Background: an optimization exercise with open tools, aiming at small area. Do not read the settings as production practice. Only simulation tests tie the RTL to the original design; equivalence was not proved.

## dds
module dds (
    input                clock,
    input                rstn,
    input                en,
    input         [ 1:0] wave_type,
    input  signed [15:0] amp_word,
    input         [31:0] pha_word,
    input         [31:0] sin_fre_word,
    input         [31:0] tri_incre_word,
    input         [31:0] tri_decre_word,
    input         [31:0] sqr_cnt_word,
    input         [31:0] sqr_cmp_word,
    output signed [13:0] wave_out
);
clock: 13.0 ns
lec_check: 0
cap_margin: 20
core_margin: 2
core_utilization: 65
place_density: 0.75
slew_margin: 20
standard.sh (not shown) runs the stock make flow with config.mk's settings and CLKGATE_MAP_FILE= SYNTH_SCRIPT=/design/flow/synth_recipe.tcl, a recipe that flattens the netlist after the stock synthesis.
==> flow/flow/run.sh <==
#!/bin/bash
# Own layout flow: the standard synthesis, then the combinational logic
# between the registers is mapped again for area (registers, full and half
# adders kept as they are, full adders flipped to need fewer inverters), then
# the standard layout from floorplan to finish.
set -euo pipefail
W=$(pwd)
F=$W/flow
R=$W/orfs/results/${FLOW_PLATFORM}/dds/base
LIB=$FLOW_HOME/platforms/sky130hd/lib/sky130_fd_sc_hd__tt_025C_1v80.lib
YOSYS=$(command -v yosys || echo $FLOW_HOME/../tools/install/yosys/bin/yosys)
if [ -f $F/env.sh ]; then source $F/env.sh; fi

bash standard.sh synth > $W/flow_1_synth.log 2>&1
cp $R/1_2_yosys.v $W/std_1_2_yosys.v

KEEP=$(tr '\n' ' ' < $F/keep.txt)
cat > $W/resynth_a.ys <<EOY
read_liberty -ignore_miss_func -ignore_miss_dir $LIB
blackbox $KEEP
read_verilog $W/std_1_2_yosys.v
hierarchy -top $FLOW_TOP
flatten
opt_clean -purge
opt -purge
select -module $FLOW_TOP
write_json $W/resynth_a.json
EOY
$YOSYS -s $W/resynth_a.ys > $W/flow_2_resynth_a.log 2>&1
python3 $F/polar.py $W/resynth_a.json $W/resynth_b.json > $W/flow_3_polar.log 2>&1
cat > $W/resynth_b.ys <<EOY
read_json $W/resynth_b.json
hierarchy -top $FLOW_TOP
opt -purge
abc -liberty $LIB $(cat $F/dontuse.txt) -script $F/abc_area.script
opt_clean -purge
setundef -zero
hilomap -singleton -hicell sky130_fd_sc_hd__conb_1 HI -locell sky130_fd_sc_hd__conb_1 LO
splitnets
opt_clean -purge
insbuf -buf sky130_fd_sc_hd__buf_4 A X
check
stat -liberty $LIB
write_verilog -noattr -noexpr -nohex -nodec $W/resynth.v
EOY
$YOSYS -s $W/resynth_b.ys > $W/flow_4_resynth_b.log 2>&1

# registers must be the standard synthesis's, by name and cell type
grep -oE "sky130_fd_sc_hd__df[a-z0-9_]+ [^ ]+" $W/std_1_2_yosys.v | sort > $W/regs_std.txt
grep -oE "sky130_fd_sc_hd__df[a-z0-9_]+ [^ ]+" $W/resynth.v | sort > $W/regs_new.txt
if cmp -s $W/regs_std.txt $W/regs_new.txt; then
  cp $W/resynth.v $R/1_2_yosys.v
  rm -f $R/1_synth.odb $R/1_synth.sdc
else
  echo "register mismatch; keeping the standard netlist" >> $W/flow_4_resynth_b.log
fi

bash standard.sh finish > $W/flow_5_layout.log 2>&1
==> flow/flow/env.sh <==
export BUFFER_PORTS_ARGS="-buffer_cell sky130_fd_sc_hd__buf_1"
export CTS_ARGS="-sink_clustering_enable -repair_clock_nets -dont_use_dummy_load -buf_list sky130_fd_sc_hd__clkbuf_8 -sink_clustering_size 12 -sink_clustering_max_diameter 50"
Other scripts of this flow, unchanged in this note and not shown: flow/flow/abc_area.script, flow/flow/dontuse.txt, flow/flow/keep.txt, flow/flow/polar.py
The starting point went through all stages and came out clean.
Change:
--- a/flow/flow/run.sh
+++ b/flow/flow/run.sh
@@ -12 +12,3 @@
-if [ -f $F/env.sh ]; then source $F/env.sh; fi
+PORTBUF=${PORTBUF:-}
+[ -f $F/portbuf.txt ] && PORTBUF=$(cat $F/portbuf.txt)
+if [ -n "$PORTBUF" ]; then export BUFFER_PORTS_ARGS="-buffer_cell $PORTBUF"; fi
removed: flow/flow/env.sh
What happened: Register-to-register slack is worse by 0.19 ns; synthesized area stays the same; flip-flop and latch count is unchanged; die area stays the same; final cell count rises by 0.83%; setup slack degrades by 0.64 ns; clock skew fell by 0.058 ns; final area went up by 7.8%; non-clock buffer count falls by 1.
Change:
--- a/flow/flow/run.sh
+++ b/flow/flow/run.sh
@@ -12,3 +12 @@
-PORTBUF=${PORTBUF:-}
-[ -f $F/portbuf.txt ] && PORTBUF=$(cat $F/portbuf.txt)
-if [ -n "$PORTBUF" ]; then export BUFFER_PORTS_ARGS="-buffer_cell $PORTBUF"; fi
+if [ -f $F/env.sh ]; then source $F/env.sh; fi
==> flow/flow/env.sh (new file) <==
export BUFFER_PORTS_ARGS="-buffer_cell sky130_fd_sc_hd__buf_1"
export CTS_ARGS="-sink_clustering_enable -repair_clock_nets -dont_use_dummy_load -buf_list sky130_fd_sc_hd__clkbuf_4 -sink_clustering_size 8 -sink_clustering_max_diameter 40"
=> The new run completed with no timing, DRC or antenna violations; critical path depth decreases by 20; via count drops by about 2%; setup slack is better by 0.83 ns; count of clock-buffer cells in the layout grows by 2; global-route usage shrinks by 1.5 points; synthesized cell count stays the same; final area is lower by 7.7%; clock skew rises by 0.12 ns; cell count decreases by 0.35%.

---

job 7706:
Another version of the RTL of dds (not shown whole).
Size: about 2,300 cells after synthesis, about 21,000 um2 of cells after synthesis.
clock: 13.0 ns
lec_check: 0
cap_margin: 20
core_margin: 2
core_utilization: 50
place_density: 0.65
slew_margin: 20
==> flow/flow/run.sh <==
#!/bin/bash
set -euo pipefail
W=$(pwd)
F=$W/flow
R=$W/orfs/results/${FLOW_PLATFORM}/dds/base
LIB=$FLOW_HOME/platforms/sky130hd/lib/sky130_fd_sc_hd__tt_025C_1v80.lib
YOSYS=$(command -v yosys || echo $FLOW_HOME/../tools/install/yosys/bin/yosys)
if [ -f $F/env.sh ]; then source $F/env.sh; fi

bash standard.sh synth > $W/flow_1_synth.log 2>&1
cp $R/1_2_yosys.v $W/std_1_2_yosys.v

# The same synthesis again, with ABC mapping for area instead of speed: a
# copy of ORFS's scripts whose abc_speed.script is an area script. Its
# registers are checked against the standard synthesis's below.
rm -rf $W/scripts_area
cp -r $FLOW_HOME/scripts $W/scripts_area
cp $F/abc_synth.script $W/scripts_area/abc_speed.script
mkdir -p $W/std_results
cp $R/1_2_yosys.v $R/1_synth.odb $R/1_synth.sdc $W/std_results/
rm -f $R/1_2_yosys.v $R/1_synth.odb $R/1_synth.sdc
bash standard.sh SCRIPTS_DIR=$W/scripts_area $R/1_2_yosys.v > $W/flow_1b_synth_area.log 2>&1 || cp $W/std_1_2_yosys.v $R/1_2_yosys.v
grep -oE "sky130_fd_sc_hd__df[a-z0-9_]+ [^ ]+" $W/std_1_2_yosys.v | sort > $W/regs_std.txt
grep -oE "sky130_fd_sc_hd__df[a-z0-9_]+ [^ ]+" $R/1_2_yosys.v | sort > $W/regs_area.txt
if cmp -s $W/regs_std.txt $W/regs_area.txt; then
  cp $R/1_2_yosys.v $W/area_1_2_yosys.v
else
  echo "register mismatch; using the standard netlist" >> $W/flow_1b_synth_area.log
  cp $W/std_1_2_yosys.v $W/area_1_2_yosys.v
fi

KEEP=$(tr '\n' ' ' < $F/keep.txt)
cat > $W/resynth_a.ys <<EOY
read_liberty -ignore_miss_func -ignore_miss_dir $LIB
blackbox $KEEP
read_verilog $W/area_1_2_yosys.v
hierarchy -top $FLOW_TOP
flatten
opt_clean -purge
opt -purge
select -module $FLOW_TOP
write_json $W/resynth_a.json
EOY
$YOSYS -s $W/resynth_a.ys > $W/flow_2_resynth_a.log 2>&1
python3 $F/polar.py $W/resynth_a.json $W/resynth_b.json > $W/flow_3_polar.log 2>&1
cat > $W/resynth_b.ys <<EOY
read_json $W/resynth_b.json
hierarchy -top $FLOW_TOP
opt -purge
abc -liberty $LIB $(cat $F/dontuse.txt) -script $F/abc_area.script
opt_clean -purge
setundef -zero
hilomap -singleton -hicell sky130_fd_sc_hd__conb_1 HI -locell sky130_fd_sc_hd__conb_1 LO
splitnets
opt_clean -purge
insbuf -buf sky130_fd_sc_hd__buf_4 A X
check
stat -liberty $LIB
write_verilog -noattr -noexpr -nohex -nodec $W/resynth.v
EOY
$YOSYS -s $W/resynth_b.ys > $W/flow_4_resynth_b.log 2>&1

# registers must be the standard synthesis's, by name and cell type
grep -oE "sky130_fd_sc_hd__df[a-z0-9_]+ [^ ]+" $W/resynth.v | sort > $W/regs_new.txt
if cmp -s $W/regs_std.txt $W/regs_new.txt; then
  cp $W/resynth.v $R/1_2_yosys.v
else
  echo "register mismatch; using the synthesis netlist" >> $W/flow_4_resynth_b.log
  cp $W/area_1_2_yosys.v $R/1_2_yosys.v
fi
rm -f $R/1_synth.odb $R/1_synth.sdc

bash standard.sh finish > $W/flow_5_layout.log 2>&1
==> flow/flow/abc_area.script <==
strash
dc2
dch -f
map -a -F 2
strash
dch -f
map -a
topo
==> flow/flow/abc_synth.script <==
strash
dch
map -a
topo
Other scripts of this flow, unchanged in this note and not shown: flow/flow/dontuse.txt, flow/flow/env.sh, flow/flow/keep.txt, flow/flow/polar.py
Per the final summary, job 7706 finished and its layout is clean on timing, DRC and antenna.
Here is what was changed in the inputs of job 4401 compared with job 7706.
==> flow/flow/abc_synth.script <==
strash
dc2
dch -f
map -a
strash
dch -f
map -a
topo
--- outcome ---
Compared with job 7706, job 4401 instantiates a smaller number of standard cells.
[job 4401 vs job 7706] minimum clock period after layout: higher in job 4401
Lower headroom to the max-slew limit goes to job 4401 over job 7706.
The run with more setup slack is job 7706; job 4401 has less.
Comparing job 7706 and job 4401, global-route usage is higher on job 7706.
Die span in x (job 4401 over job 7706): decrease, about 0.34%
The inputs of job 5462 differ from those of job 4401 as listed below.
==> flow/flow/abc_area.script <==
strash
dc2
&get -n
&deepsyn -T 400
&put
dch -f
map -a
strash
dch -f
map -a
topo
==> results.txt <==
- Going from job 4401 to job 5462, synthesized cell area shrank slightly.
- There was hardly any difference in final standard cell area without fillers between job 5462 and job 4401.
- The higher number of placed instances, taps included of job 5462 and job 4401 is in job 5462.
- Delta(count of clock-buffer cells in the layout, job 5462 - job 4401) < 0
- Of the two values seen for timing endpoint of the critical path, wave_out[11] was produced by job 5462 and wave_out[10] by job 4401.
- Non-clock buffer count ended up 4 higher on job 5462 than on job 4401.

==> static timing again, ports no longer ideal <==
No port has a modelled driver above. Below, the same layouts with a new extraction and two added sets of constraints.
Step 1 sets driving cells, clkbuf_16 on the clock port and buf_2 on the other inputs (assumed; they add their load-dependent delay and slew).
Step 2, shift: input delay + t, output delay - t, t = (earliest + latest rising clock arrival at the registers) / 2. This alone moves slack from input paths to output paths.
a / b / c = ideal ports / drivers / drivers and shift; a / b = the first two.
run	t, ns	slack for setup (ns)	hold slack, ns
the first run of note 1	0.616	1.587 / 1.618 / 1.002	0.291 / 0.291 / 0.291
the second run of note 1	0.606	0.947 / 0.980 / 0.374	0.320 / 0.320 / 0.320
the third run of note 1	0.768	1.774 / 1.763 / 0.994	0.305 / 0.305 / 0.305
job 7706	0.787	1.916 / 1.931 / 1.143	0.299 / 0.299 / 0.299
job 4401	0.821	1.447 / 1.420 / 1.026	0.306 / 0.306 / 0.306
job 5462	0.790	1.211 / 1.178 / 1.088	0.303 / 0.303 / 0.303
After both steps every run listed still meets setup and hold. The setup slack of the third run of note 1, which loses most, moves by -0.011 ns with the drivers and by -0.780 ns with both steps.
